This is an optimization exercise on Yosys and OpenROAD, whose aim is small area and a short achievable clock period, not a production implementation. Only simulation tests tie the RTL to the original design; equivalence was not proved. Power and IR drop assume default switching activity.

==> build 29: inputs <==
// rr_arbiter
module rr_arbiter(clk, resetb, ack, request, grant);
	parameter integer WIDTH = 64;
	localparam integer LOGW = 6;
	input clk, resetb, ack;
	input [WIDTH - 1:0] request;
	output [WIDTH - 1:0] grant;
	wire            valid;
	wire [LOGW-1:0] last;
	wire            any;
	wire [LOGW-1:0] idx;
	arbiter arbiter(.req(request), .last(last), .any(any), .idx(idx));
	register #(.LOGW(LOGW)) state(.clk(clk), .rst(resetb), .ack(ack), .any(any), .idx(idx), .valid(valid), .last(last));
	decoder #(.WIDTH(WIDTH), .LOGW(LOGW)) final_decoder(.valid(valid), .in(last), .out(grant));
endmodule
==> module decoder, before the edit <==
module decoder
# (
    parameter WIDTH = 64,
    parameter LOGW = 6
)
(
    input              valid,
    input  [LOGW-1:0]  in,
    output [WIDTH-1:0] out
);
    localparam H = LOGW / 2;
    localparam N = 1 << H;
    wire [N-1:0] hi = {{(N-1){1'b0}}, valid} << in[LOGW-1:H];
    wire [N-1:0] lo = {{(N-1){1'b0}}, 1'b1} << in[H-1:0];
    genvar i;
    generate
        for (i = 0; i < WIDTH; i = i + 1) begin : dec
            assign out[i] = hi[i / N] & lo[i % N];
        end
    endgenerate
endmodule
clock: 8.0 ns
lec_check: 0
cap_margin: 20
core_margin: 2
core_utilization: 40
setup_slack_margin: 4.5
slew_margin: 20
standard.sh (not shown) runs the stock make flow with config.mk's settings and CLKGATE_MAP_FILE= SYNTH_SCRIPT=/design/flow/synth_recipe.tcl, a recipe that flattens the netlist after the stock synthesis.
==> flow/flow/run.sh <==
#!/bin/bash
# The standard layout, with two changes: the port buffers are plain buf_1
# cells, and the slow OR-type cells (an OR is a NOR plus an inverter in one
# cell, with a weak stacked pull-up) are kept out of synthesis and repair.
set -euo pipefail
slow=""
for c in or3 or3b or4 or4b or4bb o41a; do
  for s in 1 2 4; do slow="$slow sky130_fd_sc_hd__${c}_$s"; done
done
cp config.mk flow_config.mk
echo "export DONT_USE_CELLS += $slow" >> flow_config.mk
sed "s#DESIGN_CONFIG=[^ ]*#DESIGN_CONFIG=$PWD/flow_config.mk#" standard.sh > flow_standard.sh
export BUFFER_PORTS_ARGS="-buffer_cell sky130_fd_sc_hd__buf_1"
bash flow_standard.sh > standard.log 2>&1
==> build 16: changes against build 29 <==
--- a/flow/design.v
+++ b/flow/design.v
@@ -239,12 +239,8 @@
     output [WIDTH-1:0] out
 );
-    localparam H = LOGW / 2;
-    localparam N = 1 << H;
-    wire [N-1:0] hi = {{(N-1){1'b0}}, valid} << in[LOGW-1:H];
-    wire [N-1:0] lo = {{(N-1){1'b0}}, 1'b1} << in[H-1:0];
     genvar i;
     generate
         for (i = 0; i < WIDTH; i = i + 1) begin : dec
-            assign out[i] = hi[i / N] & lo[i % N];
+            assign out[i] = valid & (in == i);
         end
     endgenerate
==> flow/flow/run.sh (replaced) <==
#!/bin/bash
# The standard layout, with the port buffers made as plain buf_1 cells.
set -euo pipefail
export BUFFER_PORTS_ARGS="-buffer_cell sky130_fd_sc_hd__buf_1"
bash standard.sh > standard.log 2>&1
- CORE_UTILIZATION: 40 -> 60
- SETUP_SLACK_MARGIN: 4.5 -> 4.3
==> build 89: changes against build 29 <==
==> flow/flow/run.sh (replaced) <==
#!/bin/bash
# The standard layout with three changes:
# - Yosys's ABC maps the logic with flow/abc.script (one area-recovering
#   mapping after choice computation) instead of ORFS's speed script; the
#   rest of the synthesis, synth_recipe.tcl included, is unchanged.
# - The slow OR-type cells (a NOR plus an inverter in one cell, with a weak
#   stacked pull-up) are kept out of synthesis and repair.
# - The port buffers are plain buf_1 cells.
set -euo pipefail
here=$PWD
slow=""
for c in or3 or3b or4 or4b or4bb o41a; do
  for s in 1 2 4; do slow="$slow sky130_fd_sc_hd__${c}_$s"; done
done
cp config.mk flow_config.mk
echo "export DONT_USE_CELLS += $slow" >> flow_config.mk
cat > flow_synth.tcl <<EOT
proc abc {args} {
  set i [lsearch -exact \$args -script]
  if {\$i >= 0} { set args [lreplace \$args \$i [expr {\$i + 1}] -script $here/flow/abc.script] }
  yosys abc {*}\$args
}
source $here/synth_recipe.tcl
EOT
sed -e "s#DESIGN_CONFIG=[^ ]*#DESIGN_CONFIG=$here/flow_config.mk#" \
    -e "s#SYNTH_SCRIPT=[^ ]*#SYNTH_SCRIPT=$here/flow_synth.tcl#" standard.sh > flow_standard.sh
export BUFFER_PORTS_ARGS="-buffer_cell sky130_fd_sc_hd__buf_1"
bash flow_standard.sh > standard.log 2>&1
==> flow/flow/abc.script (new file) <==
&get -n
&st
&syn2
&dch -f
&nf -a
&put
- CORE_UTILIZATION: 40 -> 55
- SETUP_SLACK_MARGIN: 4.5 -> 4.3
==> trial 28: changes against build 29 <==
==> flow/flow/run.sh (replaced) <==
#!/bin/bash
# The standard layout with three changes:
# - Yosys's ABC maps the logic with flow/abc.script (one area-recovering
#   mapping after choice computation) instead of ORFS's speed script; the
#   rest of the synthesis, synth_recipe.tcl included, is unchanged.
# - The slow OR-type cells (a NOR plus an inverter in one cell, with a weak
#   stacked pull-up) are kept out of synthesis and repair.
# - The port buffers are plain buf_1 cells.
set -euo pipefail
here=$PWD
slow=""
for c in or3 or3b or4 or4b or4bb o41a; do
  for s in 1 2 4; do slow="$slow sky130_fd_sc_hd__${c}_$s"; done
done
cp config.mk flow_config.mk
echo "export DONT_USE_CELLS += $slow" >> flow_config.mk
cat > flow_synth.tcl <<EOT
proc abc {args} {
  set i [lsearch -exact \$args -script]
  if {\$i >= 0} { set args [lreplace \$args \$i [expr {\$i + 1}] -script $here/flow/abc.script] }
  yosys abc {*}\$args
}
source $here/synth_recipe.tcl
EOT
sed -e "s#DESIGN_CONFIG=[^ ]*#DESIGN_CONFIG=$here/flow_config.mk#" \
    -e "s#SYNTH_SCRIPT=[^ ]*#SYNTH_SCRIPT=$here/flow_synth.tcl#" standard.sh > flow_standard.sh
export BUFFER_PORTS_ARGS="-buffer_cell sky130_fd_sc_hd__buf_1"
bash flow_standard.sh > standard.log 2>&1
==> flow/flow/abc.script (new file) <==
&get -n
&st
&syn2
&dch -f
&nf -a -R 1000
&put
- SETUP_SLACK_MARGIN: 4.5 -> 4.2
==> run notes <==
Fmax: trial 28 < build 89 < build 16 < build 29.
In build 89 the worst setup slack is higher than in trial 28, by 0.0044 ns.
The highest wire length belongs to build 89, the lowest to build 16.
Against build 29, the sequential power of build 16 is lower by 19%.
Combinational power: build 16 < trial 28 < build 89 < build 29.
Of trial 28 and build 29, build 29 has the higher synthesized area (gap 13%, measured against build 29).

-- re-timing with driven ports --
Ports are ideal in the flow. The routed layouts listed here were re-timed in OpenROAD. Step 1 sets driving cells, clkbuf_16 on the clock port and buf_2 on the other inputs (assumed; they add their load-dependent delay and slew). Step 2, shift: input delay + t, output delay - t, t = (earliest + latest rising clock arrival at the registers) / 2. This alone moves slack from input paths to output paths. a / b / c = ideal ports / drivers / drivers and shift; a / b = the first two.
run	shift t [ns]	slack for setup (ns)	worst setup path at the end	worst data-port slew with drivers (ns)
build 29	0.248	4.447 / 4.432 / 4.183	input to register	0.07
build 16	0.259	4.308 / 4.311 / 4.052	input to register	0.04
build 89	0.248	4.295 / 4.292 / 4.044	input to register	0.04
trial 28	0.238	4.291 / 4.289 / 4.051	input to register	0.03
After both steps every run listed still meets setup and hold. The setup slack of build 29, which loses most, moves by -0.015 ns with the drivers and by -0.264 ns with both steps.
